Context: an optimization exercise on an open-source flow, tuned for small area and a short achievable clock period. The choices shown serve that exercise and are no tape-out recipe.
Function was checked by simulation only, so behaviour that the tests miss may differ from the original.
Power and IR drop assume default switching activity.

### flow/standard.sh
#!/bin/bash
# synth_recipe.tcl (not shown) runs the flow's synth.tcl, then flattens the netlist and writes it again
# the make line also repeats each setting of config.mk as NAME=value (left out here)
make -C /OpenROAD-flow-scripts/flow DESIGN_CONFIG=/design/flow/config.mk WORK_HOME=/design/flow/orfs CLKGATE_MAP_FILE= SYNTH_SCRIPT=/design/flow/synth_recipe.tcl "${@:-finish}"
### flow/flow/run.sh
#!/bin/bash
set -euo pipefail
MARGIN=7
BUFCELL=sky130_fd_sc_hd__buf_1
sed -e "s/SETUP_SLACK_MARGIN=[-0-9.]*/SETUP_SLACK_MARGIN=${MARGIN}/" \
    -e "s/\"\\\${@:-finish}\"/BUFFER_PORTS_ARGS=\"-buffer_cell ${BUFCELL}\" SETUP_MOVE_SEQUENCE=unbuffer,sizeup,swap,clone \"\${@:-finish}\"/" \
    standard.sh > layout.sh
bash standard.sh synth > make_synth.log 2>&1
bash layout.sh > make_layout.log 2>&1
### flow/constraint.sdc
create_clock -name core_clock -period 11.0 [get_ports {clk}]
set_input_delay 2.2000 -clock core_clock [delete_from_list [all_inputs] [get_ports {clk}]]
set_output_delay 2.2000 -clock core_clock [all_outputs]
set_load 0.01 [all_outputs]
### flow/design.v
module alu_reg (
  input clk,
  input [7:0] a,
  input [7:0] b,
  input [3:0] mode,
  output reg [7:0] s,
  output reg cout
);
  reg [7:0] a_q, b_q;
  reg [3:0] mode_q;
  wire [7:0] s_w;
  wire cout_w;
  alu_8_bits alu (.s(s_w), .cout(cout_w), .mode(mode_q), .a(a_q), .b(b_q));
  always @(posedge clk) begin
    a_q <= a;
    b_q <= b;
    mode_q <= mode;
    s <= s_w;
    cout <= cout_w;
  end
endmodule

`timescale 1ns / 1ps
module alu_rcs #(parameter W = 2) (x, y, dif, nb);
  input  [W-1:0] x, y;
  output [W-1:0] dif;
  output         nb;
  localparam L = (W > 8) ? 4 : (W > 4) ? 3 : (W > 2) ? 2 : 1;
  wire [W-1:0] yn = ~y;
  wire [W-1:0] g [0:L];
  wire [W-1:0] p [0:L];
  assign g[0] = (x & yn) | {{(W-1){1'b0}}, x[0] | yn[0]};
  assign p[0] = x | yn;
  genvar l, i;
  generate for (l = 0; l < L; l = l + 1) begin : lvl
    for (i = 0; i < W; i = i + 1) begin : bit_
      if ((i >> l) & 1) begin : join_
        localparam integer J = ((i >> l) << l) - 1;
        assign g[l+1][i] = g[l][i] | (p[l][i] & g[l][J]);
        assign p[l+1][i] = p[l][i] & p[l][J];
      end else begin : pass_
        assign g[l+1][i] = g[l][i];
        assign p[l+1][i] = p[l][i];
      end
    end
  end endgenerate
  assign dif = x ^ yn ^ {g[L][W-2:0], 1'b1};
  assign nb = g[L][W-1];
endmodule
module alu_pfa #(parameter W = 2) (x, y, sum, co);
  input  [W-1:0] x, y;
  output [W-1:0] sum;
  output         co;
  localparam L = (W > 8) ? 4 : (W > 4) ? 3 : (W > 2) ? 2 : 1;
  wire [W-1:0] g [0:L];
  wire [W-1:0] p [0:L];
  assign g[0] = x & y;
  assign p[0] = x | y;
  genvar l, i;
  generate for (l = 0; l < L; l = l + 1) begin : lvl
    for (i = 0; i < W; i = i + 1) begin : bit_
      if ((i >> l) & 1) begin : join_
        localparam integer J = ((i >> l) << l) - 1;
        assign g[l+1][i] = g[l][i] | (p[l][i] & g[l][J]);
        assign p[l+1][i] = p[l][i] & p[l][J];
      end else begin : pass_
        assign g[l+1][i] = g[l][i];
        assign p[l+1][i] = p[l][i];
      end
    end
  end endgenerate
  assign sum = x ^ y ^ {g[L][W-2:0], 1'b0};
  assign co = g[L][W-1];
endmodule
module alu_div4_step #(parameter W = 2) (t, d1, d2, d3, hz1, hz2, hz3, q, r);
  input  [W-1:0] t, d1, d2, d3;
  input          hz1, hz2, hz3;
  output [1:0]   q;
  output [W-1:0] r;
  wire [W-1:0] y1, y2, y3;
  wire c1, c2, c3;
  alu_rcs #(W) u1 (.x(t), .y(d1), .dif(y1), .nb(c1));
  alu_rcs #(W) u2 (.x(t), .y(d2), .dif(y2), .nb(c2));
  alu_rcs #(W) u3 (.x(t), .y(d3), .dif(y3), .nb(c3));
  wire ge1 = hz1 & c1;
  wire ge2 = hz2 & c2;
  wire ge3 = hz3 & c3;
  assign q = {ge2, ge3 | (ge1 & ~ge2)};
  assign r = ge3 ? y3 : ge2 ? y2 : ge1 ? y1 : t;
endmodule
module alu_mul9(m0, m1, m2, m3, p);
  input [8:0] m0;
  input [6:0] m1;
  input [4:0] m2;
  input [2:0] m3;
  output [8:0] p;
  wire mw1 = m0[6] ^ m1[4];
  wire mw2 = m0[6] & m1[4];
  wire mw3 = m0[7] ^ m1[5] ^ m2[3];
  wire mw4 = (m0[7] & m1[5]) | (m0[7] & m2[3]) | (m1[5] & m2[3]);
  wire mw5 = m0[4] ^ m1[2];
  wire mw6 = m0[4] & m1[2];
  wire mw7 = m0[5] ^ m1[3] ^ m2[1];
  wire mw8 = (m0[5] & m1[3]) | (m0[5] & m2[1]) | (m1[3] & m2[1]);
  wire mw9 = m2[2] ^ m3[0] ^ mw1;
  wire mw10 = (m2[2] & m3[0]) | (m2[2] & mw1) | (m3[0] & mw1);
  wire mw11 = m3[1] ^ mw3 ^ mw2;
  wire mw12 = (m3[1] & mw3) | (m3[1] & mw2) | (mw3 & mw2);
  wire mw13 = m0[2] ^ m1[0];
  wire mw14 = m0[2] & m1[0];
  wire mw15 = m0[3] ^ m1[1] ^ mw14;
  wire mw16 = (m0[3] & m1[1]) | (m0[3] & mw14) | (m1[1] & mw14);
  wire mw17 = m2[0] ^ mw5 ^ mw16;
  wire mw18 = (m2[0] & mw5) | (m2[0] & mw16) | (mw5 & mw16);
  wire mw19 = mw7 ^ mw6 ^ mw18;
  wire mw20 = (mw7 & mw6) | (mw7 & mw18) | (mw6 & mw18);
  wire mw21 = mw9 ^ mw8 ^ mw20;
  wire mw22 = (mw9 & mw8) | (mw9 & mw20) | (mw8 & mw20);
  wire mw23 = mw11 ^ mw10 ^ mw22;
  wire mw24 = (mw11 & mw10) | (mw11 & mw22) | (mw10 & mw22);
  wire mw25 = m0[8] ^ m1[6] ^ m2[4] ^ m3[2] ^ mw4 ^ mw12 ^ mw24;
  assign p = {mw25, mw23, mw21, mw19, mw17, mw15, mw13, m0[1], m0[0]};
endmodule
module alu_8_bits(s, cout, mode, a, b);
  input [7:0] a, b;
  input [3:0] mode;
  output [7:0] s;
  output cout;
  wire [15:0] m = 16'd1 << mode;
  wire sub = m[1] | m[14];
  wire [7:0] bb = b ^ {8{sub}};
  wire [7:0] p = a ^ bb;
  wire [8:0] c;
  assign c[0] = sub;
  genvar j;
  generate for (j = 0; j < 8; j = j + 1) begin : add_
    assign c[j+1] = (a[j] & bb[j]) | (p[j] & c[j]);
  end endgenerate
  wire [8:0] sum = {c[8] ^ sub, p ^ c[7:0]};
  wire eq = ~|p;
  wire gt = c[8] & ~&p;
  wire [7:0] g = a & b;
  wire G = m[8] | m[9] | m[11] | m[12];
  wire P = m[9] | m[10] | m[11] | m[13];
  wire inv = m[11] | m[12] | m[13];
  wire lg = m[8] | m[9] | m[10] | inv;
  wire [7:0] f = ((g & {8{G}}) | (p & {8{P}})) ^ {8{inv}};
  wire [7:0] b3s; wire b3c;
  alu_pfa #(8) b3a (.x({1'b0, b[7:1]}), .y(b), .sum(b3s), .co(b3c));
  wire [9:0] b3 = {b3c, b3s, b[0]};
  function [8:0] pick(input [1:0] d, input [8:0] b1, input [8:0] b3x);
    case (d)
      2'd0: pick = 9'd0;
      2'd1: pick = b1;
      2'd2: pick = {b1[7:0], 1'b0};
      default: pick = b3x;
    endcase
  endfunction
  wire [8:0] m0 = pick(a[1:0], {1'b0, b}, b3[8:0]);
  wire [8:0] m1 = pick(a[3:2], {1'b0, b}, b3[8:0]);
  wire [8:0] m2 = pick(a[5:4], {1'b0, b}, b3[8:0]);
  wire [8:0] m3 = pick(a[7:6], {1'b0, b}, b3[8:0]);
  wire [8:0] prod;
  alu_mul9 mul (.m0(m0), .m1(m1[6:0]), .m2(m2[4:0]), .m3(m3[2:0]), .p(prod));
  wire [1:0] qa, qb, qc, qd;
  wire [1:0] ra; wire [3:0] rb; wire [5:0] rc; wire [7:0] rd;
  alu_div4_step #(2) d3s (.t(a[7:6]), .d1(b[1:0]), .d2({b[0], 1'b0}), .d3(b3[1:0]),
    .hz1(b[7:2] == 0), .hz2(b[7:1] == 0), .hz3(b <= 8'd1), .q(qa), .r(ra));
  alu_div4_step #(4) d2s (.t({ra, a[5:4]}), .d1(b[3:0]), .d2({b[2:0], 1'b0}), .d3(b3[3:0]),
    .hz1(b[7:4] == 0), .hz2(b[7:3] == 0), .hz3(b <= 8'd5), .q(qb), .r(rb));
  alu_div4_step #(6) d1s (.t({rb, a[3:2]}), .d1(b[5:0]), .d2({b[4:0], 1'b0}), .d3(b3[5:0]),
    .hz1(b[7:6] == 0), .hz2(b[7:5] == 0), .hz3(b <= 8'd21), .q(qc), .r(rc));
  alu_div4_step #(8) d0s (.t({rc, a[1:0]}), .d1(b[7:0]), .d2({b[6:0], 1'b0}), .d3(b3[7:0]),
    .hz1(1'b1), .hz2(~b[7]), .hz3(b <= 8'd85), .q(qd), .r(rd));
  wire [7:0] quo = {qa, qb, qc, qd} & {8{|b}};
  wire ar  = m[0] | m[1];
  wire shl = m[4] | m[6];
  wire shr = m[5] | m[7];
  assign s = (sum[7:0] & {8{ar}}) | (prod[7:0] & {8{m[2]}}) | (quo & {8{m[3]}})
           | (f & {8{lg}}) | ({a[6:0], 1'b0} & {8{shl}}) | ({1'b0, a[7:1]} & {8{shr}})
           | {7'd0, (m[6] & a[7]) | (m[14] & gt) | (m[15] & eq)} | {m[7] & a[0], 7'd0};
  assign cout = (ar & sum[8]) | (m[2] & prod[8]) | (m[4] & a[7]) | inv;
endmodule
### flow/config.mk
export PLATFORM = sky130hd
export DESIGN_NAME = alu_reg
export DESIGN_NICKNAME = alu_reg
export VERILOG_FILES = /design/flow/design.v
export SDC_FILE = /design/flow/constraint.sdc
export NUM_CORES = 4
export LEC_CHECK = 0
export ABC_AREA = 1
export CAP_MARGIN = 20
export CORE_MARGIN = 2
export CORE_UTILIZATION = 40
export CTS_BUF_LIST = sky130_fd_sc_hd__clkbuf_8
export SETUP_SLACK_MARGIN = 5
export SLEW_MARGIN = 20
export TNS_END_PERCENT = 0
==> qor.json, run 1 <==
{
  "crit_path_frequent_cell": {"value": "sky130_fd_sc_hd__nand2_1"},
  "synth_simple_gate_area_share": {"value": 26.9, "unit": "%"},
  "yosys-mux-area-fraction": {"value": 0, "unit": "%"},
  "boundary_pin_count": {"value": 30},
  "crit_arrival": {"value": 4.99, "unit": "ns"},
  "synth_top_area_share": {"value": 17.2, "unit": "%"},
  "die_height": {"value": 113, "unit": "um"},
  "post-dp-hpwl": {"value": 11.9, "unit": "mm"},
  "hp-start": {"value": "a_q[7]"},
  "timing_worst_slew_pin_value": {"value": 0.686, "unit": "ns"},
  "hold_viol": {"value": 0},
  "timing.rr.end": {"value": "s[0]"},
  "max_freq": {"value": 0.208, "unit": "GHz"},
  "ctsHtreeMaxLevel": {"value": 2},
  "synthToLayoutAreaGrowth": {"value": 16.7, "unit": "%"},
  "starting_drc_count_in_detailed_routing": {"value": 478},
  "clkSlewWorstSetupHoldPaths": {"value": 0.08, "unit": "ns"},
  "max_cap_violations": {"value": 0},
  "num_antenna_cells": {"value": 0},
  "track_usage": {"value": 25.1, "unit": "%"},
  "synth.yosys.seq_area_share": {"value": 12.1, "unit": "%"},
  "cts-hold-fix-buffers": {"value": 0},
  "synth_enable_flop_cells": {"value": 0},
  "core_region_area": {"value": 11600, "unit": "um^2"},
  "design.final.nets": {"value": 815},
  "critical_path_buf_inv_count": {"value": 3},
  "synthesized_area_fraction_occupied_by_ao_oa_aoi_and_oai_cells": {"value": 15.4, "unit": "%"},
  "worst_path_max_delay_cell": {"value": "sky130_fd_sc_hd__dfxtp_4"},
  "outcome": {"value": "complete, no violations"},
  "maxSlewHeadroom": {"value": 54.1, "unit": "%"},
  "end_kind": {"value": "register"},
  "number_of_global_route_vias_before_repair": {"value": 4743},
  "total_setup_violations_reported_at_the_end_of_the_flow": {"value": 0},
  "timing.critical_path.from": {"value": "b_q[2]"},
  "asr_flop_ratio_synth": {"value": 0, "unit": "%"},
  "timing.critical_path.required": {"value": 11.17, "unit": "ns"},
  "cts_tree": {"value": "yes"},
  "regToRegStartpoint": {"value": "b_q[2]"},
  "synth.ff_latch_count": {"value": 29},
  "mappedNetlistNets": {"value": 786},
  "synth_top_family_by_area": {"value": "adder cells"},
  "critical-path-max-stage-delay": {"value": 0.53, "unit": "ns"},
  "fillers": {"value": 1153},
  "synthesis.yosys.warnings": {"value": 7},
  "clock_tree.root_cell": {"value": "sky130_fd_sc_hd__clkbuf_8"},
  "combined_flip_flop_and_latch_cell_area": {"value": 613, "unit": "um^2"},
  "setup-tns-final": {"value": 0, "unit": "ns"},
  "max-clock-path-buffers": {"value": 2},
  "synth.most_common_cell": {"value": "sky130_fd_sc_hd__nand2_1"},
  "setup_repair_after_global_routing_missed_its_margin": {"value": "yes"},
  "max-vdd-ir-drop": {"value": 0.0512, "unit": "mV"},
  "path_type_of_the_worst_min_delay_path": {"value": "reg -> reg"},
  "dominantRegCellSynth": {"value": "sky130_fd_sc_hd__dfxtp_1"},
  "xor_xnor_portion_of_the_synthesized_cell_area": {"value": 6.39, "unit": "%"},
  "hold_path_depth": {"value": 2},
  "via_density_per_instance": {"value": 5.73},
  "drive_above_1_share": {"value": 19.8, "unit": "%"},
  "mean_routed_wirelength_per_cell": {"value": 18.8, "unit": "um"},
  "crit_fanout": {"value": 16},
  "final.period_utilization": {"value": 43.8, "unit": "%"},
  "ant_nets": {"value": 0},
  "antenna_violations_before_repair": {"value": 0},
  "die_w": {"value": 113, "unit": "um"},
  "count_of_input_and_output_buffers": {"value": 29},
  "gp_congestion": {"value": 0.929},
  "finalCoreUtilization": {"value": 48.4, "unit": "%"},
  "setup_ws": {"value": 6.18, "unit": "ns"},
  "yosysTopAreaCell": {"value": "sky130_fd_sc_hd__ha_1"},
  "clkLatencyLatePin": {"value": 0.30, "unit": "ns"},
  "power": {"value": 0.571, "unit": "mW"},
  "worst_reg_to_reg_path_cell_count": {"value": 38},
  "worstSetupPathType": {"value": "reg -> reg"},
  "yosysUniqueCellTypes": {"value": 41},
  "max_transition_viols_final": {"value": 0},
  "area_share_of_fa_ha_maj_cells_after_synthesis": {"value": 28.9, "unit": "%"},
  "final.min_clock_period": {"value": 4.82, "unit": "ns"},
  "clock_sinks": {"value": 29},
  "worstHoldEndpoint": {"value": "cout"},
  "synth_top_cells_by_count": {"value": "sky130_fd_sc_hd__nand2_1 (121), sky130_fd_sc_hd__inv_1 (113), sky130_fd_sc_hd__ha_1 (66), sky130_fd_sc_hd__nand3_1 (53), sky130_fd_sc_hd__nor2_1 (37)"},
  "leakagePower": {"value": 2.61, "unit": "nW"},
  "drc": {"value": 0},
  "reg2reg_slack": {"value": 6.18, "unit": "ns"},
  "dr.pass1.iters": {"value": 7},
  "pre_cts_slack": {"value": 5.65, "unit": "ns"},
  "drt-total-wl": {"value": 15.9, "unit": "mm"},
  "crit_path_start_kind": {"value": "register"},
  "grt_max_degree": {"value": 19},
  "grt_first_pass_wirelength": {"value": 25.2, "unit": "mm"},
  "global_route.overflow_total": {"value": 0},
  "multiInputGateArea": {"value": 4090, "unit": "um^2"},
  "synthesis.area_per_instance": {"value": 7.15, "unit": "um^2"},
  "syn_inst": {"value": 671},
  "cp_top_family": {"value": "simple AND/OR/NAND/NOR gates"},
  "die-area": {"value": 12900, "unit": "um^2"},
  "synth.top_cells.by_area": {"value": "sky130_fd_sc_hd__ha_1 (17%), sky130_fd_sc_hd__dfxtp_1 (12%), sky130_fd_sc_hd__fa_1 (12%), sky130_fd_sc_hd__nand2_1 (9.5%), sky130_fd_sc_hd__inv_1 (8.8%)"},
  "cts_buffer_count": {"value": 5},
  "floorplan.initialDensity": {"value": 41.5, "unit": "%"},
  "powerDensity": {"value": 102, "unit": "nW/um^2"},
  "netlist_area": {"value": 4790, "unit": "um^2"},
  "vias_after_detailed_routing": {"value": 4838},
  "worst_setup_skew_after_layout": {"value": 0.0144, "unit": "ns"},
  "std_cell_rows": {"value": 39}
}
==> tightest hold or removal path: stages (launching register included) <==
cell	delay, ns
sky130_fd_sc_hd__dfxtp_2	0.39
sky130_fd_sc_hd__nand3_1	0.11
sky130_fd_sc_hd__o2111ai_1	0.09
==> power by group <==
group | internal (mW) | switching (mW)
sequential | 0.115 | 0.0184
combinational | 0.124 | 0.204
clock | 0.0567 | 0.0516
total | 0.296 | 0.274
==> sequential cells by signal, summed over array words and instances, names as in the netlist <==
name    cells
mode_q      4
s           8
a_q         8
b_q         8
cout        1
==> placed cells by master, fill, tap and decap left out, types with 4 or more instances in the layout <==
master,Yosys,routed
sky130_fd_sc_hd__nand3_2,6,5
sky130_fd_sc_hd__xor2_1,28,26
sky130_fd_sc_hd__clkbuf_8,0,7
sky130_fd_sc_hd__buf_1,0,29
sky130_fd_sc_hd__o21ai_0,33,32
sky130_fd_sc_hd__o211ai_1,10,10
sky130_fd_sc_hd__nand2_2,22,26
sky130_fd_sc_hd__clkinv_1,4,4
sky130_fd_sc_hd__clkinvlp_4,0,4
sky130_fd_sc_hd__fa_1,28,20
sky130_fd_sc_hd__nor2_1,37,31
sky130_fd_sc_hd__xnor2_1,7,6
sky130_fd_sc_hd__nand2_1,121,108
sky130_fd_sc_hd__inv_2,1,10
sky130_fd_sc_hd__fa_2,0,8
sky130_fd_sc_hd__inv_1,113,94
sky130_fd_sc_hd__nor2_4,2,4
sky130_fd_sc_hd__ha_2,0,4
sky130_fd_sc_hd__a21oi_1,25,23
sky130_fd_sc_hd__inv_4,1,5
sky130_fd_sc_hd__ha_4,0,9
sky130_fd_sc_hd__nand2_4,8,16
sky130_fd_sc_hd__o221ai_1,8,7
sky130_fd_sc_hd__ha_1,66,53
sky130_fd_sc_hd__o22ai_1,11,11
sky130_fd_sc_hd__nand3_1,53,51
sky130_fd_sc_hd__dfxtp_1,29,19
sky130_fd_sc_hd__nor2_2,2,6
sky130_fd_sc_hd__a221oi_1,8,8
sky130_fd_sc_hd__nor3_1,8,8
sky130_fd_sc_hd__dfxtp_4,0,8
==> layer usage <==
metal	wire (um)	global-route usage (%)	up-vias
met3	1380	4.89	45
met5	0	0	-
met1	6750	33.8	2281
met4	429	7.32	0
met2	7300	41.0	249
li1	-	-	2263
==> final cells by class <==
type                    count  area share (%)
repair buffers             29            1.95
clock inverters             1          0.0895
inverters                 119            8.70
clock buffers               7            1.72
well taps                 143            3.20
flip-flops and latches     29            11.0
multi-input cells         513            73.1
repair inverters            3           0.268
==> worst max-delay path by stage <==
| stage | endpoint | slack, ns | cells past startpoint |
|---|---|---|---|
| 6_report | s[0] | 6.18 | 38 |
| 5_1_grt | s[0] | 5.82 | 37 |
| 4_1_cts | s[0] | 6.27 | 38 |
| 3_5_place_dp | s[0] | 5.65 | 38 |
| 3_3_place_gp | s[0] | 5.67 | 38 |
| 2_1_floorplan | s[0] | 6.77 | 36 |
==> per-stage QoR <==
step                      cells  hold WS [ns]  instance area (um^2)
final                       844         0.655                  5590
after global routing        844         0.681                  5590
after CTS                   844         0.666                  5460
after detailed placement    833         0.646                  5180
after global placement      833         0.650                  5180
after floorplan             671         0.571                  4970
==> cell families after synthesis <==
kind of cell               after synthesis
DFF                                     29
adders and majority gates               94
buffers and inverters                  129
xor gates and xnor gates                35
AOI/OAI and AO/OA                      115
and+or+nand+nor                        269
==> timing repair <==
item	4_1_cts	5_1_grt
setup buffers	0	0
gates cloned	3	0
setup endpoints to repair	8	8
gates resized for setup	39	35
pin swaps	5	26
==> run 2: changes to the inputs <==
--- a/flow/flow/run.sh
+++ b/flow/flow/run.sh
@@ -1,6 +1,6 @@
 #!/bin/bash
 set -euo pipefail
-MARGIN=7
+MARGIN=6
 BUFCELL=sky130_fd_sc_hd__buf_1
 sed -e "s/SETUP_SLACK_MARGIN=[-0-9.]*/SETUP_SLACK_MARGIN=${MARGIN}/" \
     -e "s/\"\\\${@:-finish}\"/BUFFER_PORTS_ARGS=\"-buffer_cell ${BUFCELL}\" SETUP_MOVE_SEQUENCE=unbuffer,sizeup,swap,clone \"\${@:-finish}\"/" \
==> run 2 against run 1 <==
Core utilization is 0.83 points higher. Setup slack worse by 0.19 ns. Non-clock buffer count is 3 higher. Via count is 1.2% higher. Combinational power is 6.1% higher. Die area stayed put. Register-to-register slack worse by 0.19 ns. Largest cell class unchanged. Sequential cell count stayed put. First-iteration DRC count is 22% higher. Synthesized cell count stayed put. Clock skew is 0.0086 ns lower. Fmax is 3.8% lower.
==> qor.json, run 2 <==
{
  "die-area": {"value": 12900, "unit": "um^2", "change": "unchanged"},
  "final.min_clock_period": {"value": 5.00, "unit": "ns", "change": "was 4.82 ns"},
  "grt_max_degree": {"value": 19, "change": "unchanged"},
  "clockPowerShare": {"value": 18.3, "unit": "%", "change": "was 19.0%"},
  "ctsHtreeMaxLevel": {"value": 2, "change": "unchanged"},
  "boundary_pin_count": {"value": 30, "change": "unchanged"},
  "timing.hold.ws": {"value": 0.646, "unit": "ns", "change": "was 0.655 ns"},
  "fillers": {"value": 1164, "change": "was 1153"},
  "regToRegStartpoint": {"value": "b_q[3]", "change": "was b_q[2]"},
  "crit_arrival": {"value": 5.17, "unit": "ns", "change": "was 4.99 ns"},
  "hold_viol": {"value": 0, "change": "unchanged"},
  "path_type_of_the_worst_min_delay_path": {"value": "reg -> reg", "change": "unchanged"},
  "max-clock-path-buffers": {"value": 2, "change": "unchanged"},
  "comb_power_share": {"value": 59.3, "unit": "%", "change": "was 57.6%"},
  "intPower": {"value": 0.301, "unit": "mW", "change": "was 0.296 mW"},
  "net-switching-power": {"value": 0.286, "unit": "mW", "change": "was 0.274 mW"},
  "setup-tns-final": {"value": 0, "unit": "ns", "change": "unchanged"},
  "cts_tree": {"value": "yes", "change": "unchanged"},
  "hp-start": {"value": "a_q[7]", "change": "unchanged"},
  "final_common_cell": {"value": "sky130_fd_sc_hd__nand2_1", "change": "unchanged"},
  "max_cap_violations": {"value": 0, "change": "unchanged"},
  "synth.ff_latch_count": {"value": 29, "change": "unchanged"},
  "leakagePower": {"value": 2.64, "unit": "nW", "change": "was 2.61 nW"},
  "total_setup_violations_reported_at_the_end_of_the_flow": {"value": 0, "change": "unchanged"},
  "synthesis.yosys.warnings": {"value": 7, "change": "unchanged"},
  "maxSlewHeadroom": {"value": 53.4, "unit": "%", "change": "was 54.1%"},
  "worst_setup_skew_after_layout": {"value": 0.00584, "unit": "ns", "change": "was 0.0144 ns"},
  "synth_top_area_share": {"value": 17.2, "unit": "%", "change": "unchanged"},
  "die_w": {"value": 113, "unit": "um", "change": "unchanged"},
  "drive_above_1_share": {"value": 21.4, "unit": "%", "change": "was 19.8%"},
  "mappedNetlistNets": {"value": 786, "change": "unchanged"},
  "max-vdd-ir-drop": {"value": 0.0540, "unit": "mV", "change": "was 0.0512 mV"},
  "combined_flip_flop_and_latch_cell_area": {"value": 606, "unit": "um^2", "change": "was 613 um^2"},
  "antenna_violations_before_repair": {"value": 0, "change": "unchanged"},
  "clock_sinks": {"value": 29, "change": "unchanged"},
  "syn_inst": {"value": 671, "change": "unchanged"},
  "end_kind": {"value": "register", "change": "unchanged"},
  "outcome": {"value": "complete, no violations", "change": "unchanged"},
  "die_height": {"value": 113, "unit": "um", "change": "unchanged"},
  "mean_routed_wirelength_per_cell": {"value": 19.5, "unit": "um", "change": "was 18.8 um"},
  "worstSetupPathType": {"value": "reg -> reg", "change": "unchanged"},
  "hold_path_depth": {"value": 2, "change": "unchanged"},
  "timing.critical_path.required": {"value": 11.17, "unit": "ns", "change": "about the same"},
  "timing_worst_slew_pin_value": {"value": 0.682, "unit": "ns", "change": "was 0.686 ns"},
  "starting_drc_count_in_detailed_routing": {"value": 581, "change": "was 478"},
  "asr_flop_ratio_synth": {"value": 0, "unit": "%", "change": "unchanged"},
  "sw_frac_of_total": {"value": 48.7, "unit": "%", "change": "was 48.1%"},
  "std_cell_rows": {"value": 39, "change": "unchanged"},
  "drc": {"value": 0, "change": "unchanged"},
  "cts-hold-fix-buffers": {"value": 0, "change": "unchanged"},
  "power": {"value": 0.587, "unit": "mW", "change": "was 0.571 mW"},
  "biggestRegsByFlops": {"value": "a_q (8), b_q (8), s (8)", "change": "unchanged"},
  "global_route.overflow_total": {"value": 0, "change": "unchanged"},
  "core_region_area": {"value": 11600, "unit": "um^2", "change": "unchanged"},
  "post_dp_cell_area": {"value": 5060, "unit": "um^2", "change": "was 5180 um^2"},
  "worst_path_max_delay_cell": {"value": "sky130_fd_sc_hd__fa_2", "change": "was sky130_fd_sc_hd__dfxtp_4"},
  "via_density_per_instance": {"value": 5.76, "change": "was 5.73"},
  "floorplan.initialDensity": {"value": 41.5, "unit": "%", "change": "unchanged"},
  "yosysUniqueCellTypes": {"value": 41, "change": "unchanged"},
  "cts_buffer_count": {"value": 5, "change": "unchanged"},
  "synth_enable_flop_cells": {"value": 0, "change": "unchanged"},
  "synth.top_cells.by_area": {"value": "sky130_fd_sc_hd__ha_1 (17%), sky130_fd_sc_hd__dfxtp_1 (12%), sky130_fd_sc_hd__fa_1 (12%), sky130_fd_sc_hd__nand2_1 (9.5%), sky130_fd_sc_hd__inv_1 (8.8%)", "change": "unchanged"},
  "vias_after_detailed_routing": {"value": 4896, "change": "was 4838"},
  "dr.pass1.iters": {"value": 6, "change": "was 7"},
  "final-instance-count-excl-fill": {"value": 850, "change": "was 844"},
  "crit_fanout": {"value": 16, "change": "unchanged"},
  "num_antenna_cells": {"value": 0, "change": "unchanged"},
  "cts_post_setup_buffers_inserted": {"value": 0, "change": "unchanged"},
  "design_area": {"value": 5690, "unit": "um^2", "change": "was 5590 um^2"},
  "crit_path_frequent_cell": {"value": "sky130_fd_sc_hd__fa_1", "change": "was sky130_fd_sc_hd__nand2_1"},
  "clkLatencyLatePin": {"value": 0.30, "unit": "ns", "change": "about the same"},
  "ant_nets": {"value": 0, "change": "unchanged"},
  "synth.most_common_cell": {"value": "sky130_fd_sc_hd__nand2_1", "change": "unchanged"},
  "critical-path-max-stage-delay": {"value": 0.73, "unit": "ns", "change": "was 0.53 ns"},
  "max_transition_viols_final": {"value": 0, "change": "unchanged"},
  "final.period_utilization": {"value": 45.5, "unit": "%", "change": "was 43.8%"},
  "netlist_area": {"value": 4790, "unit": "um^2", "change": "unchanged"},
  "gp_congestion": {"value": 0.983, "change": "was 0.929"},
  "crit_path_start_kind": {"value": "register", "change": "unchanged"},
  "synth_top_cells_by_count": {"value": "sky130_fd_sc_hd__nand2_1 (121), sky130_fd_sc_hd__inv_1 (113), sky130_fd_sc_hd__ha_1 (66), sky130_fd_sc_hd__nand3_1 (53), sky130_fd_sc_hd__nor2_1 (37)", "change": "unchanged"},
  "clkSlewWorstSetupHoldPaths": {"value": 0.08, "unit": "ns", "change": "about the same"},
  "synthesis.area_per_instance": {"value": 7.15, "unit": "um^2", "change": "unchanged"},
  "synthToLayoutAreaGrowth": {"value": 18.7, "unit": "%", "change": "was 16.7%"},
  "synth.yosys.seq_area_share": {"value": 12.1, "unit": "%", "change": "unchanged"},
  "count_of_input_and_output_buffers": {"value": 29, "change": "unchanged"},
  "number_of_global_route_vias_before_repair": {"value": 4767, "change": "was 4743"},
  "powerDensity": {"value": 103, "unit": "nW/um^2", "change": "was 102 nW/um^2"},
  "most-common-layout-cells": {"value": "sky130_fd_sc_hd__nand2_1 (102), sky130_fd_sc_hd__inv_1 (93), sky130_fd_sc_hd__ha_1 (54), sky130_fd_sc_hd__nand3_1 (47), sky130_fd_sc_hd__o21ai_0 (31)", "change": "was sky130_fd_sc_hd__nand2_1 (108), sky130_fd_sc_hd__inv_1 (94), sky130_fd_sc_hd__ha_1 (53), sky130_fd_sc_hd__nand3_1 (51), sky130_fd_sc_hd__o21ai_0 (32)"},
  "clock_tree.root_cell": {"value": "sky130_fd_sc_hd__clkbuf_8", "change": "unchanged"},
  "worstHoldEndpoint": {"value": "cout", "change": "unchanged"},
  "reg2reg_slack": {"value": 6.00, "unit": "ns", "change": "was 6.18 ns"},
  "design.final.nets": {"value": 821, "change": "was 815"},
  "yosysTopAreaCell": {"value": "sky130_fd_sc_hd__ha_1", "change": "unchanged"},
  "grt_first_pass_wirelength": {"value": 25.4, "unit": "mm", "change": "was 25.2 mm"},
  "track_usage": {"value": 25.5, "unit": "%", "change": "was 25.1%"},
  "post-dp-hpwl": {"value": 12.3, "unit": "mm", "change": "was 11.9 mm"},
  "multiInputGateArea": {"value": 4130, "unit": "um^2", "change": "was 4090 um^2"},
  "sequentialPowerShare": {"value": 22.4, "unit": "%", "change": "was 23.4%"},
  "crit_chain": {"value": "clkinvlp_4 > ha_1 > inv_1 > a31oi_1 > fa_2 > o221ai_1 > fa_1 > inv_1 > fa_1 > fa_1 > fa_1 > o22ai_1 > a211oi_1 > o211ai_1"},
  "drt-total-wl": {"value": 16.6, "unit": "mm", "change": "was 15.9 mm"},
  "setup_repair_after_global_routing_missed_its_margin": {"value": "yes", "change": "unchanged"},
  "max_freq": {"value": 0.200, "unit": "GHz", "change": "was 0.208 GHz"},
  "timing.rr.end": {"value": "s[7]", "change": "was s[0]"},
  "dominantRegCellSynth": {"value": "sky130_fd_sc_hd__dfxtp_1", "change": "unchanged"},
  "worst_reg_to_reg_path_cell_count": {"value": 14, "change": "was 38"},
  "placed_cells": {"value": 835, "change": "was 833"}
}
[run 2: cell counts after synthesis]
Identical to the previous run, type by type.
[run 2: cell families (layout without fill, tap and decap cells)]
kind of cell    after synthesis  after routing  share of synthesized area [%]
simple gates                269            270                           26.9
buf+inv                     129            164                           10.2
compound gates              115            115                           15.4
fa+ha+maj                    94             94                           28.9
xor+xnor                     35             35                           6.39
flops                        29             29                           12.1
[run 2: timing repair]
| item | CTS | global route |
|---|---|---|
| setup endpoints to repair | 7 | 4 |
| resized for setup | 46 | 89 |
| gates cloned | 5 | 2 |
| pin swaps | 9 | 59 |
[run 2: routing by layer]
| layer | wire length [um] | up-vias | global-route usage, % |
|---|---|---|---|
| met5 | 0 | - | 0 |
| met4 | 818 | 0 | 12.6 |
| met3 | 1190 | 64 | 4.73 |
| met2 | 7440 | 226 | 39.9 |
| met1 | 7140 | 2336 | 33.8 |
| li1 | - | 2270 | - |
[run 2: critical path, delay by kind of cell, from the launching register on]
| kind | cells | cell delay, ns |
|---|---|---|
| fa+ha+maj | 6 | 2.92 |
| compound gates | 5 | 0.95 |
| flops | 1 | 0.52 |
| buf+inv | 3 | 0.47 |
[run 2: worst max-delay path by stage]
stage                       from   end  slack (ns)
after floorplan           b_q[1]  s[0]        6.10
after global placement    b_q[1]  s[0]        4.84
after detailed placement  b_q[1]  s[0]        4.89
after CTS                 b_q[6]  s[0]        5.98
after global routing      b_q[1]  s[0]        5.82
final                     b_q[3]  s[7]        6.00
[run 2: metrics by stage]
stage	setup WS, ns	utilization, %
3_3_place_gp	4.84	43.7
5_1_grt	5.82	49.2
4_1_cts	5.98	46.0
3_5_place_dp	4.89	43.7
6_report	6.00	49.2
2_1_floorplan	6.10	-
[run 2: cell type report]
class,instances,area share [%]
repair inverters,5,0.440
clock buffers,7,1.69
repair buffers,32,2.90
well taps,143,3.14
inverters,119,8.55
multi-input cells,514,72.5
flip-flops and latches,29,10.6
clock inverters,1,0.0880
[run 2: power groups by stage]
stage                     clock [mW]  combinational, mW  sequential, mW
final                          0.107              0.348           0.132
after global routing           0.114              0.384           0.133
after floorplan                    0              0.217           0.130
after CTS                      0.109              0.308           0.131
after detailed placement           0              0.299           0.132
after global placement             0              0.297           0.132
==> run 3: changes to the inputs <==
==> flow/flow/run.sh (replaced) <==
#!/bin/bash
set -euo pipefail
MARGIN=7
BUFCELL=sky130_fd_sc_hd__buf_1
sed -e "s/SETUP_SLACK_MARGIN=[-0-9.]*/SETUP_SLACK_MARGIN=${MARGIN}/" \
    -e "s/\"\\\${@:-finish}\"/BUFFER_PORTS_ARGS=\"-buffer_cell ${BUFCELL}\" SETUP_MOVE_SEQUENCE=unbuffer,sizeup,swap,clone,split \"\${@:-finish}\"/" \
    standard.sh > layout.sh
bash standard.sh synth > make_synth.log 2>&1
bash layout.sh > make_layout.log 2>&1
==> run 3 against run 2 <==
Non-clock buffer count up 7. Core utilization fell by 0.11 points. Area after synthesis unchanged. Critical endpoint is now s[0]. Cell count up 0.71%. Die area unchanged. Register-to-register slack gained 0.33 ns. Still clean.
==> qor.json, run 3 <==
{
  "max_freq": {"value": 0.214, "unit": "GHz", "change": "was 0.200 GHz"},
  "final_common_cell": {"value": "sky130_fd_sc_hd__nand2_1", "change": "unchanged"},
  "crit_arrival": {"value": 4.85, "unit": "ns", "change": "was 5.17 ns"},
  "powerDensity": {"value": 101, "unit": "nW/um^2", "change": "was 103 nW/um^2"},
  "syn_inst": {"value": 671, "change": "unchanged"},
  "synthesis.area_per_instance": {"value": 7.15, "unit": "um^2", "change": "unchanged"},
  "cts_buffer_count": {"value": 5, "change": "unchanged"},
  "end_kind": {"value": "register", "change": "unchanged"},
  "yosysUniqueCellTypes": {"value": 41, "change": "unchanged"},
  "regToRegStartpoint": {"value": "b_q[6]", "change": "was b_q[3]"},
  "netlist_area": {"value": 4790, "unit": "um^2", "change": "unchanged"},
  "synth.ff_latch_count": {"value": 29, "change": "unchanged"},
  "design.final.nets": {"value": 827, "change": "was 821"},
  "path_type_of_the_worst_min_delay_path": {"value": "reg -> reg", "change": "unchanged"},
  "max_cap_violations": {"value": 0, "change": "unchanged"},
  "number_of_global_route_vias_before_repair": {"value": 4906, "change": "was 4767"},
  "synth.most_common_cell": {"value": "sky130_fd_sc_hd__nand2_1", "change": "unchanged"},
  "timing.rr.end": {"value": "s[0]", "change": "was s[7]"},
  "maxSlewHeadroom": {"value": 54.7, "unit": "%", "change": "was 53.4%"},
  "grt_util_met3": {"value": 5.90, "unit": "%", "change": "was 4.73%"},
  "max-clock-path-buffers": {"value": 2, "change": "unchanged"},
  "asr_flop_ratio_synth": {"value": 0, "unit": "%", "change": "unchanged"},
  "max_transition_viols_final": {"value": 0, "change": "unchanged"},
  "setup-tns-final": {"value": 0, "unit": "ns", "change": "unchanged"},
  "die_w": {"value": 113, "unit": "um", "change": "unchanged"},
  "floorplan.initialDensity": {"value": 41.5, "unit": "%", "change": "unchanged"},
  "cts-hold-fix-buffers": {"value": 0, "change": "unchanged"},
  "timing.critical_path.from": {"value": "b_q[6]", "change": "was b_q[3]"},
  "drt-total-wl": {"value": 16.7, "unit": "mm", "change": "was 16.6 mm"},
  "worst_reg_to_reg_path_cell_count": {"value": 37, "change": "was 14"},
  "drc": {"value": 0, "change": "unchanged"},
  "core_region_area": {"value": 11600, "unit": "um^2", "change": "unchanged"},
  "synthToLayoutAreaGrowth": {"value": 18.4, "unit": "%", "change": "was 18.7%"},
  "boundary_pin_count": {"value": 30, "change": "unchanged"},
  "worstSetupPathType": {"value": "reg -> reg", "change": "unchanged"},
  "synth.top_cells.by_area": {"value": "sky130_fd_sc_hd__ha_1 (17%), sky130_fd_sc_hd__dfxtp_1 (12%), sky130_fd_sc_hd__fa_1 (12%), sky130_fd_sc_hd__nand2_1 (9.5%), sky130_fd_sc_hd__inv_1 (8.8%)", "change": "unchanged"},
  "num_antenna_cells": {"value": 0, "change": "unchanged"},
  "dominantRegCellSynth": {"value": "sky130_fd_sc_hd__dfxtp_1", "change": "unchanged"},
  "std_cell_rows": {"value": 39, "change": "unchanged"},
  "pre_cts_slack": {"value": 5.65, "unit": "ns", "change": "was 4.89 ns"},
  "clkSlewWorstSetupHoldPaths": {"value": 0.07, "unit": "ns", "change": "was 0.08 ns"},
  "biggestRegsByFlops": {"value": "a_q (8), b_q (8), s (8)", "change": "unchanged"},
  "synthesis.yosys.warnings": {"value": 7, "change": "unchanged"},
  "post-dp-hpwl": {"value": 11.9, "unit": "mm", "change": "was 12.3 mm"},
  "die_height": {"value": 113, "unit": "um", "change": "unchanged"},
  "antenna_violations_before_repair": {"value": 0, "change": "unchanged"},
  "total_setup_violations_reported_at_the_end_of_the_flow": {"value": 0, "change": "unchanged"},
  "leakagePower": {"value": 2.66, "unit": "nW", "change": "was 2.64 nW"},
  "mappedNetlistNets": {"value": 786, "change": "unchanged"},
  "worst_setup_skew_after_layout": {"value": 0.0135, "unit": "ns", "change": "was 0.00584 ns"},
  "clock_tree.root_cell": {"value": "sky130_fd_sc_hd__clkbuf_8", "change": "unchanged"},
  "grt_first_pass_wirelength": {"value": 26.3, "unit": "mm", "change": "was 25.4 mm"},
  "setup_ws": {"value": 6.33, "unit": "ns", "change": "was 6.00 ns"},
  "count_of_input_and_output_buffers": {"value": 29, "change": "unchanged"},
  "via_density_per_instance": {"value": 5.74, "change": "was 5.76"},
  "hold_path_depth": {"value": 2, "change": "unchanged"},
  "synth_top_cells_by_count": {"value": "sky130_fd_sc_hd__nand2_1 (121), sky130_fd_sc_hd__inv_1 (113), sky130_fd_sc_hd__ha_1 (66), sky130_fd_sc_hd__nand3_1 (53), sky130_fd_sc_hd__nor2_1 (37)", "change": "unchanged"},
  "synth.yosys.seq_area_share": {"value": 12.1, "unit": "%", "change": "unchanged"},
  "final.min_clock_period": {"value": 4.67, "unit": "ns", "change": "was 5.00 ns"},
  "crit_path_end": {"value": "s[0]", "change": "was s[7]"},
  "crit_path_frequent_cell": {"value": "sky130_fd_sc_hd__nand2_1", "change": "was sky130_fd_sc_hd__fa_1"},
  "cts_tree": {"value": "yes", "change": "unchanged"},
  "critical-path-max-stage-delay": {"value": 0.40, "unit": "ns", "change": "was 0.73 ns"},
  "starting_drc_count_in_detailed_routing": {"value": 564, "change": "was 581"},
  "crit_path_start_kind": {"value": "register", "change": "unchanged"},
  "dr.pass1.iters": {"value": 5, "change": "was 6"},
  "outcome": {"value": "complete, no violations", "change": "unchanged"},
  "yosysTopAreaCell": {"value": "sky130_fd_sc_hd__ha_1", "change": "unchanged"},
  "hold_viol": {"value": 0, "change": "unchanged"},
  "track_usage": {"value": 26.6, "unit": "%", "change": "was 25.5%"},
  "synth_top_area_share": {"value": 17.2, "unit": "%", "change": "unchanged"},
  "timing.critical_path.required": {"value": 11.18, "unit": "ns", "change": "was 11.17 ns"},
  "synth_enable_flop_cells": {"value": 0, "change": "unchanged"},
  "gp_congestion": {"value": 0.929, "change": "was 0.983"},
  "grt_max_degree": {"value": 13, "change": "was 19"},
  "grt.busiest_layer": {"value": "met2", "change": "unchanged"},
  "clock_sinks": {"value": 29, "change": "unchanged"},
  "setup_repair_after_global_routing_missed_its_margin": {"value": "yes", "change": "unchanged"},
  "max-vdd-ir-drop": {"value": 0.0522, "unit": "mV", "change": "was 0.0540 mV"},
  "drive_above_1_share": {"value": 22.2, "unit": "%", "change": "was 21.4%"},
  "most-common-layout-cells": {"value": "sky130_fd_sc_hd__nand2_1 (106), sky130_fd_sc_hd__inv_1 (90), sky130_fd_sc_hd__ha_1 (52), sky130_fd_sc_hd__nand3_1 (50), sky130_fd_sc_hd__nor2_1 (33)", "change": "was sky130_fd_sc_hd__nand2_1 (102), sky130_fd_sc_hd__inv_1 (93), sky130_fd_sc_hd__ha_1 (54), sky130_fd_sc_hd__nand3_1 (47), sky130_fd_sc_hd__o21ai_0 (31)"},
  "gr-usage-met1": {"value": 34.9, "unit": "%", "change": "was 33.8%"},
  "worst_path_max_delay_cell": {"value": "sky130_fd_sc_hd__dfxtp_4", "change": "was sky130_fd_sc_hd__fa_2"},
  "global_route.overflow_total": {"value": 0, "change": "unchanged"},
  "ctsHtreeMaxLevel": {"value": 2, "change": "unchanged"},
  "globalRouteMet2Util": {"value": 43.4, "unit": "%", "change": "was 39.9%"},
  "die-area": {"value": 12900, "unit": "um^2", "change": "unchanged"},
  "timing_worst_slew_pin_value": {"value": 0.676, "unit": "ns", "change": "was 0.682 ns"},
  "clkLatencyLatePin": {"value": 0.30, "unit": "ns", "change": "about the same"},
  "reg2reg_slack": {"value": 6.33, "unit": "ns", "change": "was 6.00 ns"},
  "ant_nets": {"value": 0, "change": "unchanged"},
  "crit_fanout": {"value": 7, "change": "was 16"},
  "final.period_utilization": {"value": 42.5, "unit": "%", "change": "was 45.5%"},
  "vias_after_detailed_routing": {"value": 4916, "change": "was 4896"},
  "mean_routed_wirelength_per_cell": {"value": 19.6, "unit": "um", "change": "was 19.5 um"}
}
run 3: critical path, delay by kind of cell (launching register included):
family / cells / cell delay [ns]
adders and majority gates: 4 / 0.99
DFF: 1 / 0.40
AOI/OAI and AO/OA: 3 / 0.48
xor gates and xnor gates: 1 / 0.17
and+or+nand+nor: 25 / 2.11
buffers and inverters: 4 / 0.39
run 3: per-stage QoR:
step	std cells	area, um^2	utilization, %	hold WS [ns]	total power, mW
finish	856	5680	49.1	0.659	0.574
global placement	833	5180	44.8	0.650	0.431
detailed placement	833	5180	44.8	0.646	0.434
CTS	855	5610	48.5	0.666	0.567
global route	856	5680	49.1	0.681	0.623
floorplan	671	4970	-	0.571	0.355
run 3: routing by layer:
| layer | share of wire [%] | routed length [um] |
|---|---|---|
| met3 | 9.8 | 1640 |
| met1 | 41 | 6800 |
| met4 | 3.8 | 640 |
| met2 | 46 | 7670 |
| met5 | 0 | 0 |
run 3: timing repair:
action,4_1_cts,5_1_grt
setup buffers,9,1
endpoints found under the setup margin,8,8
gates resized for setup,61,22
cloned,5,0
pin swaps,34,28
run 3: power by group:
part	total (mW)	internal, mW	switching (mW)
registers	0.130	0.115	0.0150
logic	0.334	0.124	0.210
clock network	0.110	0.0567	0.0533
total	0.574	0.296	0.278
run 3: area by class of cell:
class                   instances  area (um^2)
well taps                     143          179
clock buffers                   7         96.3
flip-flops and latches         29          613
inverters                     119          487
repair inverters                4         21.3
fillers                      1148         5890
clock inverters                 1         5.00
repair buffers                 39          175
multi-input cells             514         4100
run 3: worst min path at each step:
stage,start,endpoint
floorplan,a_q[7],cout
global placement,a_q[7],cout
detailed placement,a_q[7],cout
CTS,a_q[7],cout
global route,a_q[7],cout
finish,a_q[7],cout
run 3: kinds of logic after synthesis:
kind of cell	synth area share [%]
flip-flops	12.1
adder cells (fa/ha/maj)	28.9
XOR/XNOR	6.39
buffers and inverters	10.2
AND/OR/NAND/NOR	26.9
AO/OA/AOI/OAI	15.4
==> run 4: changes to the inputs <==
--- a/flow/config.mk
+++ b/flow/config.mk
@@ -12,4 +12,4 @@
 export CTS_BUF_LIST = sky130_fd_sc_hd__clkbuf_8
 export SETUP_SLACK_MARGIN = 5
 export SLEW_MARGIN = 20
-export TNS_END_PERCENT = 0
+export TNS_END_PERCENT = 20
==> run 4 against run 3 <==
Global-route usage is the same. Sequential cell count did not move. Sequential power about the same. Count of clock-buffer cells in the layout unchanged. Sequential share of layout area stayed put. Area after synthesis did not move. Critical path type unchanged. Largest power group unchanged. Clock power is essentially flat. Worst hold slack is the same.
==> qor.json, run 4 <==
{
  "drive_above_1_share": {"value": 22.2, "unit": "%", "change": "unchanged"},
  "track_usage": {"value": 26.6, "unit": "%", "change": "unchanged"},
  "area_share_of_fa_ha_maj_cells_after_synthesis": {"value": 28.9, "unit": "%", "change": "unchanged"},
  "synth_top_cells_by_count": {"value": "sky130_fd_sc_hd__nand2_1 (121), sky130_fd_sc_hd__inv_1 (113), sky130_fd_sc_hd__ha_1 (66), sky130_fd_sc_hd__nand3_1 (53), sky130_fd_sc_hd__nor2_1 (37)", "change": "unchanged"},
  "dr.pass1.iters": {"value": 5, "change": "unchanged"},
  "max_freq": {"value": 0.214, "unit": "GHz", "change": "unchanged"},
  "synth_enable_flop_cells": {"value": 0, "change": "unchanged"},
  "fillers": {"value": 1148, "change": "unchanged"},
  "synthesis.area_per_instance": {"value": 7.15, "unit": "um^2", "change": "unchanged"},
  "grt_max_degree": {"value": 13, "change": "unchanged"},
  "cts_tree": {"value": "yes", "change": "unchanged"},
  "max_transition_viols_final": {"value": 0, "change": "unchanged"},
  "path_type_of_the_worst_min_delay_path": {"value": "reg -> reg", "change": "unchanged"},
  "total_setup_violations_reported_at_the_end_of_the_flow": {"value": 0, "change": "unchanged"},
  "post-dp-hpwl": {"value": 11.9, "unit": "mm", "change": "unchanged"},
  "hold_path_depth": {"value": 2, "change": "unchanged"},
  "syn_inst": {"value": 671, "change": "unchanged"},
  "yosysTopAreaCell": {"value": "sky130_fd_sc_hd__ha_1", "change": "unchanged"},
  "timing.critical_path.required": {"value": 11.18, "unit": "ns", "change": "about the same"},
  "crit_path_frequent_cell": {"value": "sky130_fd_sc_hd__nand2_1", "change": "unchanged"},
  "final.period_utilization": {"value": 42.5, "unit": "%", "change": "unchanged"},
  "max-vdd-ir-drop": {"value": 0.0522, "unit": "mV", "change": "unchanged"},
  "maxSlewHeadroom": {"value": 54.7, "unit": "%", "change": "unchanged"},
  "xor_xnor_portion_of_the_synthesized_cell_area": {"value": 6.39, "unit": "%", "change": "unchanged"},
  "starting_drc_count_in_detailed_routing": {"value": 564, "change": "unchanged"},
  "synth_top_family_by_area": {"value": "adder cells", "change": "unchanged"},
  "via_density_per_instance": {"value": 5.74, "change": "unchanged"},
  "dominantRegCellSynth": {"value": "sky130_fd_sc_hd__dfxtp_1", "change": "unchanged"},
  "yosys-mux-area-fraction": {"value": 0, "unit": "%", "change": "unchanged"},
  "clkLatencyLatePin": {"value": 0.30, "unit": "ns", "change": "about the same"},
  "number_of_global_route_vias_before_repair": {"value": 4906, "change": "unchanged"},
  "final.min_clock_period": {"value": 4.67, "unit": "ns", "change": "unchanged"},
  "synth.top_cells.by_area": {"value": "sky130_fd_sc_hd__ha_1 (17%), sky130_fd_sc_hd__dfxtp_1 (12%), sky130_fd_sc_hd__fa_1 (12%), sky130_fd_sc_hd__nand2_1 (9.5%), sky130_fd_sc_hd__inv_1 (8.8%)", "change": "unchanged"},
  "design.final.nets": {"value": 827, "change": "unchanged"},
  "cts-hold-fix-buffers": {"value": 0, "change": "unchanged"},
  "power": {"value": 0.574, "unit": "mW", "change": "unchanged"},
  "synth.most_common_cell": {"value": "sky130_fd_sc_hd__nand2_1", "change": "unchanged"},
  "worst_path_max_delay_cell": {"value": "sky130_fd_sc_hd__dfxtp_4", "change": "unchanged"},
  "count_of_input_and_output_buffers": {"value": 29, "change": "unchanged"},
  "die_height": {"value": 113, "unit": "um", "change": "unchanged"},
  "clkSlewWorstSetupHoldPaths": {"value": 0.07, "unit": "ns", "change": "about the same"},
  "core_region_area": {"value": 11600, "unit": "um^2", "change": "unchanged"},
  "biggestRegsByFlops": {"value": "a_q (8), b_q (8), s (8)", "change": "unchanged"},
  "crit_arrival": {"value": 4.85, "unit": "ns", "change": "about the same"},
  "final_common_cell": {"value": "sky130_fd_sc_hd__nand2_1", "change": "unchanged"},
  "end_kind": {"value": "register", "change": "unchanged"},
  "mean_routed_wirelength_per_cell": {"value": 19.6, "unit": "um", "change": "unchanged"},
  "clock_sinks": {"value": 29, "change": "unchanged"},
  "crit_fanout": {"value": 7, "change": "unchanged"},
  "cts_buffer_count": {"value": 5, "change": "unchanged"},
  "synth_simple_gate_area_share": {"value": 26.9, "unit": "%", "change": "unchanged"},
  "synthesized_area_fraction_occupied_by_ao_oa_aoi_and_oai_cells": {"value": 15.4, "unit": "%", "change": "unchanged"},
  "most-common-layout-cells": {"value": "sky130_fd_sc_hd__nand2_1 (106), sky130_fd_sc_hd__inv_1 (90), sky130_fd_sc_hd__ha_1 (52), sky130_fd_sc_hd__nand3_1 (50), sky130_fd_sc_hd__nor2_1 (33)", "change": "unchanged"},
  "drc": {"value": 0, "change": "unchanged"},
  "worst_setup_skew_after_layout": {"value": 0.0135, "unit": "ns", "change": "unchanged"},
  "synthesis.yosys.warnings": {"value": 7, "change": "unchanged"},
  "vias_after_detailed_routing": {"value": 4916, "change": "unchanged"},
  "drt-total-wl": {"value": 16.7, "unit": "mm", "change": "unchanged"},
  "boundary_pin_count": {"value": 30, "change": "unchanged"},
  "powerDensity": {"value": 101, "unit": "nW/um^2", "change": "unchanged"},
  "synthToLayoutAreaGrowth": {"value": 18.4, "unit": "%", "change": "unchanged"},
  "worst_reg_to_reg_path_cell_count": {"value": 37, "change": "unchanged"},
  "max_cap_violations": {"value": 0, "change": "unchanged"},
  "yosysUniqueCellTypes": {"value": 41, "change": "unchanged"},
  "timing_worst_slew_pin_value": {"value": 0.676, "unit": "ns", "change": "unchanged"},
  "outcome": {"value": "complete, no violations", "change": "unchanged"},
  "synth.yosys.seq_area_share": {"value": 12.1, "unit": "%", "change": "unchanged"},
  "clock_tree.root_cell": {"value": "sky130_fd_sc_hd__clkbuf_8", "change": "unchanged"},
  "num_antenna_cells": {"value": 0, "change": "unchanged"},
  "critical-path-max-stage-delay": {"value": 0.40, "unit": "ns", "change": "about the same"},
  "asr_flop_ratio_synth": {"value": 0, "unit": "%", "change": "unchanged"},
  "synth.ff_latch_count": {"value": 29, "change": "unchanged"},
  "ant_nets": {"value": 0, "change": "unchanged"},
  "antenna_violations_before_repair": {"value": 0, "change": "unchanged"},
  "setup-tns-final": {"value": 0, "unit": "ns", "change": "unchanged"},
  "synth_top_area_share": {"value": 17.2, "unit": "%", "change": "unchanged"},
  "die-area": {"value": 12900, "unit": "um^2", "change": "unchanged"},
  "ctsHtreeMaxLevel": {"value": 2, "change": "unchanged"},
  "netlist_area": {"value": 4790, "unit": "um^2", "change": "unchanged"},
  "gp_congestion": {"value": 0.929, "change": "unchanged"},
  "die_w": {"value": 113, "unit": "um", "change": "unchanged"},
  "crit_path_start_kind": {"value": "register", "change": "unchanged"},
  "leakagePower": {"value": 2.66, "unit": "nW", "change": "unchanged"},
  "grt_first_pass_wirelength": {"value": 26.3, "unit": "mm", "change": "unchanged"},
  "global_route.overflow_total": {"value": 0, "change": "unchanged"},
  "worstSetupPathType": {"value": "reg -> reg", "change": "unchanged"},
  "floorplan.initialDensity": {"value": 41.5, "unit": "%", "change": "unchanged"},
  "mappedNetlistNets": {"value": 786, "change": "unchanged"},
  "max-clock-path-buffers": {"value": 2, "change": "unchanged"},
  "hold_viol": {"value": 0, "change": "unchanged"},
  "setup_repair_after_global_routing_missed_its_margin": {"value": "yes", "change": "unchanged"},
  "std_cell_rows": {"value": 39, "change": "unchanged"}
}
## run 4: cells by family after synthesis
logic type                 Yosys count
xor gates and xnor gates            35
AOI/OAI and AO/OA                  115
DFF                                 29
adders and majority gates           94
and+or+nand+nor                    269
buffers and inverters              129
## run 4: final timing paths
check                           slack [ns]    to   start
worst max-delay path                  6.33  s[0]  b_q[6]
worst min-delay path                  0.66  cout  a_q[7]
worst max register to register        6.33  s[0]  b_q[6]
worst min register to register        0.66  cout  a_q[7]
## run 4: what timing repair did
action                     CTS  global route
pin swaps                   34            28
setup endpoints to repair    8             8
cloned                       5             0
gates resized for setup     61            22
setup buffers                9             1
## run 4: power breakdown
part	internal (mW)	switching (mW)
Sequential	0.115	0.0150
Combinational	0.124	0.210
Clock	0.0567	0.0533
## run 4: per-layer routing
metal	global-route usage (%)	wire length, um	vias to the layer above
met4	9.43	640	0
li1	-	-	2295
met1	34.9	6800	2297
met3	5.90	1640	53
met2	43.4	7670	271
met5	0	0	-
## run 4: area by class of cell
type	count	area, um^2	area share, %
clock buffers	7	96.3	1.70
clock inverters	1	5.00	0.0881
inverters	119	487	8.57
multi-input cells	514	4100	72.2
flip-flops and latches	29	613	10.8
well taps	143	179	3.15
repair buffers	39	175	3.09
repair inverters	4	21.3	0.375
## run 4: worst max-delay path: cells and delay by family, from the launching register on
family,cells,cell delay (ns)
and+or+nand+nor,25,2.11
adders and majority gates,4,0.99
xor gates and xnor gates,1,0.17
DFF,1,0.40
AOI/OAI and AO/OA,3,0.48
buffers and inverters,4,0.39
## run 4: through the flow
| stage | hold slack, ns | cell area (um^2) | instances | utilization (%) | worst slack (ns) |
|---|---|---|---|---|---|
| floorplan | 0.571 | 4970 | 671 | - | 6.77 |
| global placement | 0.650 | 5180 | 833 | 44.8 | 5.67 |
| detailed placement | 0.646 | 5180 | 833 | 44.8 | 5.65 |
| CTS | 0.666 | 5610 | 855 | 48.5 | 6.38 |
| global route | 0.681 | 5680 | 856 | 49.1 | 5.98 |
| finish | 0.659 | 5680 | 856 | 49.1 | 6.33 |
==> run 5: changes to the inputs <==
--- a/flow/config.mk
+++ b/flow/config.mk
@@ -8,8 +8,8 @@
 export ABC_AREA = 1
 export CAP_MARGIN = 20
 export CORE_MARGIN = 2
-export CORE_UTILIZATION = 40
+export CORE_UTILIZATION = 33
 export CTS_BUF_LIST = sky130_fd_sc_hd__clkbuf_8
 export SETUP_SLACK_MARGIN = 5
 export SLEW_MARGIN = 20
-export TNS_END_PERCENT = 20
+export TNS_END_PERCENT = 0
==> run 5 against run 4 <==
Still clean on timing, DRC and antenna. Non-clock buffer count decreased by 1. Wire length about the same. Cell count increased by 4.8%. Combinational power about the same. Clock power increased by 15%. Register-to-register slack got worse by 0.05 ns. Worst hold slack got worse by 0.025 ns. Largest cell class unchanged. Highest routed layer unchanged.
==> qor.json, run 5 <==
{
  "outcome": {"value": "complete, no violations", "change": "unchanged"},
  "clkLatencyLatePin": {"value": 0.32, "unit": "ns", "change": "was 0.30 ns"},
  "dominantRegCellSynth": {"value": "sky130_fd_sc_hd__dfxtp_1", "change": "unchanged"},
  "die_w": {"value": 125, "unit": "um", "change": "was 113 um"},
  "gp_congestion": {"value": 0.923, "change": "was 0.929"},
  "count_of_input_and_output_buffers": {"value": 29, "change": "unchanged"},
  "post-dp-hpwl": {"value": 11.7, "unit": "mm", "change": "was 11.9 mm"},
  "via_density_per_instance": {"value": 5.42, "change": "was 5.74"},
  "max-clock-path-buffers": {"value": 2, "change": "unchanged"},
  "track_usage": {"value": 21.6, "unit": "%", "change": "was 26.6%"},
  "synth_top_area_share": {"value": 17.2, "unit": "%", "change": "unchanged"},
  "asr_flop_ratio_synth": {"value": 0, "unit": "%", "change": "unchanged"},
  "grt_first_pass_wirelength": {"value": 26.2, "unit": "mm", "change": "was 26.3 mm"},
  "post_dp_cell_area": {"value": 5240, "unit": "um^2", "change": "was 5180 um^2"},
  "floorplan.initialDensity": {"value": 33.4, "unit": "%", "change": "was 41.5%"},
  "leakagePower": {"value": 2.70, "unit": "nW", "change": "was 2.66 nW"},
  "ctsHtreeMaxLevel": {"value": 2, "change": "unchanged"},
  "yosysUniqueCellTypes": {"value": 41, "change": "unchanged"},
  "synthesis.yosys.warnings": {"value": 7, "change": "unchanged"},
  "design_area": {"value": 5850, "unit": "um^2", "change": "was 5680 um^2"},
  "max_cap_violations": {"value": 0, "change": "unchanged"},
  "starting_drc_count_in_detailed_routing": {"value": 527, "change": "was 564"},
  "cts_tree": {"value": "yes", "change": "unchanged"},
  "path_type_of_the_worst_min_delay_path": {"value": "reg -> reg", "change": "unchanged"},
  "drc": {"value": 0, "change": "unchanged"},
  "regToRegStartpoint": {"value": "b_q[2]", "change": "was b_q[6]"},
  "worstSetupPathType": {"value": "reg -> reg", "change": "unchanged"},
  "synthesis.area_per_instance": {"value": 7.15, "unit": "um^2", "change": "unchanged"},
  "total_setup_violations_reported_at_the_end_of_the_flow": {"value": 0, "change": "unchanged"},
  "yosysTopAreaCell": {"value": "sky130_fd_sc_hd__ha_1", "change": "unchanged"},
  "synth.yosys.seq_area_share": {"value": 12.1, "unit": "%", "change": "unchanged"},
  "design.final.nets": {"value": 827, "change": "unchanged"},
  "max_transition_viols_final": {"value": 0, "change": "unchanged"},
  "die-area": {"value": 15500, "unit": "um^2", "change": "was 12900 um^2"},
  "grt_max_degree": {"value": 13, "change": "unchanged"},
  "final.period_utilization": {"value": 42.9, "unit": "%", "change": "was 42.5%"},
  "cts_buffer_count": {"value": 5, "change": "unchanged"},
  "dr.pass1.iters": {"value": 7, "change": "was 5"},
  "max_freq": {"value": 0.212, "unit": "GHz", "change": "was 0.214 GHz"},
  "critical-path-max-stage-delay": {"value": 0.44, "unit": "ns", "change": "was 0.40 ns"},
  "synth.top_cells.by_area": {"value": "sky130_fd_sc_hd__ha_1 (17%), sky130_fd_sc_hd__dfxtp_1 (12%), sky130_fd_sc_hd__fa_1 (12%), sky130_fd_sc_hd__nand2_1 (9.5%), sky130_fd_sc_hd__inv_1 (8.8%)", "change": "unchanged"},
  "synth_enable_flop_cells": {"value": 0, "change": "unchanged"},
  "clkSlewWorstSetupHoldPaths": {"value": 0.09, "unit": "ns", "change": "was 0.07 ns"},
  "synthToLayoutAreaGrowth": {"value": 22.0, "unit": "%", "change": "was 18.4%"},
  "timing.critical_path.required": {"value": 11.19, "unit": "ns", "change": "was 11.18 ns"},
  "worst_setup_skew_after_layout": {"value": 0.0203, "unit": "ns", "change": "was 0.0135 ns"},
  "num_antenna_cells": {"value": 0, "change": "unchanged"},
  "clock_tree.root_cell": {"value": "sky130_fd_sc_hd__clkbuf_8", "change": "unchanged"},
  "global_route.overflow_total": {"value": 0, "change": "unchanged"},
  "crit_path_start_kind": {"value": "register", "change": "unchanged"},
  "maxSlewHeadroom": {"value": 53.2, "unit": "%", "change": "was 54.7%"},
  "timing.critical_path.from": {"value": "b_q[2]", "change": "was b_q[6]"},
  "synth_top_cells_by_count": {"value": "sky130_fd_sc_hd__nand2_1 (121), sky130_fd_sc_hd__inv_1 (113), sky130_fd_sc_hd__ha_1 (66), sky130_fd_sc_hd__nand3_1 (53), sky130_fd_sc_hd__nor2_1 (37)", "change": "unchanged"},
  "worst_path_max_delay_cell": {"value": "sky130_fd_sc_hd__dfxtp_4", "change": "unchanged"},
  "synth.ff_latch_count": {"value": 29, "change": "unchanged"},
  "crit_arrival": {"value": 4.91, "unit": "ns", "change": "was 4.85 ns"},
  "hp-start": {"value": "a_q[7]", "change": "unchanged"},
  "synth.most_common_cell": {"value": "sky130_fd_sc_hd__nand2_1", "change": "unchanged"},
  "end_kind": {"value": "register", "change": "unchanged"},
  "mean_routed_wirelength_per_cell": {"value": 18.7, "unit": "um", "change": "was 19.6 um"},
  "max-vdd-ir-drop": {"value": 0.0757, "unit": "mV", "change": "was 0.0522 mV"},
  "setup-tns-final": {"value": 0, "unit": "ns", "change": "unchanged"},
  "crit_path_frequent_cell": {"value": "sky130_fd_sc_hd__nand2_4", "change": "was sky130_fd_sc_hd__nand2_1"},
  "final_common_cell": {"value": "sky130_fd_sc_hd__nand2_1", "change": "unchanged"},
  "setup_repair_after_global_routing_missed_its_margin": {"value": "yes", "change": "unchanged"},
  "clock_sinks": {"value": 29, "change": "unchanged"},
  "number_of_global_route_vias_before_repair": {"value": 4684, "change": "was 4906"},
  "std_cell_rows": {"value": 44, "change": "was 39"},
  "cts-hold-fix-buffers": {"value": 0, "change": "unchanged"},
  "netlist_area": {"value": 4790, "unit": "um^2", "change": "unchanged"},
  "final.min_clock_period": {"value": 4.72, "unit": "ns", "change": "was 4.67 ns"},
  "drive_above_1_share": {"value": 22.7, "unit": "%", "change": "was 22.2%"},
  "antenna_violations_before_repair": {"value": 0, "change": "unchanged"},
  "powerDensity": {"value": 101, "unit": "nW/um^2", "change": "about the same"},
  "ant_nets": {"value": 0, "change": "unchanged"},
  "drt-total-wl": {"value": 16.8, "unit": "mm", "change": "was 16.7 mm"},
  "syn_inst": {"value": 671, "change": "unchanged"},
  "most-common-layout-cells": {"value": "sky130_fd_sc_hd__nand2_1 (104), sky130_fd_sc_hd__inv_1 (95), sky130_fd_sc_hd__nand3_1 (47), sky130_fd_sc_hd__ha_1 (47), sky130_fd_sc_hd__nor2_1 (33)", "change": "was sky130_fd_sc_hd__nand2_1 (106), sky130_fd_sc_hd__inv_1 (90), sky130_fd_sc_hd__ha_1 (52), sky130_fd_sc_hd__nand3_1 (50), sky130_fd_sc_hd__nor2_1 (33)"},
  "hold_viol": {"value": 0, "change": "unchanged"},
  "core_region_area": {"value": 14400, "unit": "um^2", "change": "was 11600 um^2"},
  "biggestRegsByFlops": {"value": "a_q (8), b_q (8), s (8)", "change": "unchanged"},
  "vias_after_detailed_routing": {"value": 4863, "change": "was 4916"},
  "mappedNetlistNets": {"value": 786, "change": "unchanged"},
  "boundary_pin_count": {"value": 30, "change": "unchanged"},
  "crit_fanout": {"value": 7, "change": "unchanged"},
  "die_height": {"value": 125, "unit": "um", "change": "was 113 um"},
  "timing_worst_slew_pin_value": {"value": 0.699, "unit": "ns", "change": "was 0.676 ns"}
}
==> run 5: cell count changes in the layout (fill, tap and decap cells not counted), sizes merged <==
cell | previous run | this run
clkbuf | 8 | 6
inv | 112 | 113
clkdlybuf4s18 | 1 | 2
buf | 37 | 36
bufinv | 0 | 1
clkinv | 5 | 4
nand2 | 152 | 153
==> run 5: worst paths after layout <==
kind	to	slack (ns)	cells past startpoint
setup reg to reg	s[0]	6.28	39
hold reg to reg	cout	0.63	2
setup / recovery	s[0]	6.28	39
hold / removal	cout	0.63	2
==> run 5: routing by layer <==
layer / share of wire [%] / global-route usage, % / vias to the layer above
li1: - / - / 2293
met1: 43 / 28.6 / 2299
met2: 46 / 34.3 / 224
met3: 8.0 / 4.17 / 47
met4: 3.4 / 9.05 / 0
met5: 0 / 0 / -
==> run 5: layout make-up <==
type	count	area, um^2
Clock buffer	6	82.6
Multi-Input combinational cell	515	4200
Sequential cell	29	616
Timing Repair inverter	4	21.3
Tap cell	184	230
Timing Repair Buffer	38	180
Clock inverter	2	33.8
Fill cell	1509	8520
Inverter	119	487
==> run 5: where the power goes <==
group	internal [mW]	total (mW)	leakage, nW	switching [mW]
clock	0.0730	0.126	0.0626	0.0533
combinational	0.125	0.336	2.39	0.211
sequential	0.115	0.131	0.248	0.0154
total	0.314	0.593	2.70	0.279
==> run 5: repair_timing <==
action                                  4_1_cts  5_1_grt
endpoints found under the hold margin         0        0
cloned                                        6        0
gates resized for setup                      52       46
pin swaps                                    22       44
endpoints found under the setup margin        8        8
buffers inserted                              9        0
==> run 5: metrics by stage <==
stage          instances  hold WS (ns)  utilization (%)  setup WS (ns)  total power [mW]
6_report             897         0.634             40.7           6.28             0.593
5_1_grt              897         0.684             40.7           6.02             0.641
4_1_cts              897         0.660             39.4           6.35             0.579
3_5_place_dp         874         0.649             36.4           5.71             0.432
3_3_place_gp         874         0.644             36.4           5.68             0.433
2_1_floorplan        671         0.571                -           6.77             0.355
==> run 5: critical path, delay by kind of cell, from the launching register on <==
kind	cells	cell delay, ns
adder cells (fa/ha/maj)	4	0.98
flip-flops	1	0.44
XOR/XNOR	1	0.16
buffers and inverters	5	0.51
AND/OR/NAND/NOR	26	2.04
AO/OA/AOI/OAI	3	0.43
==> run 5: cell families after synthesis <==
family                     share of synthesized area, %
buffers and inverters                              10.2
DFF                                                12.1
and+or+nand+nor                                    26.9
adders and majority gates                          28.9
xor gates and xnor gates                           6.39
AOI/OAI and AO/OA                                  15.4

Check on run 5: ideal ports give 6.280 ns setup slack; a clkbuf_16 on the clock port and buf_2 on the inputs give 6.280 ns; moving port delays by the midpoint clock arrival (0.347 ns) as well gives 6.280 ns.
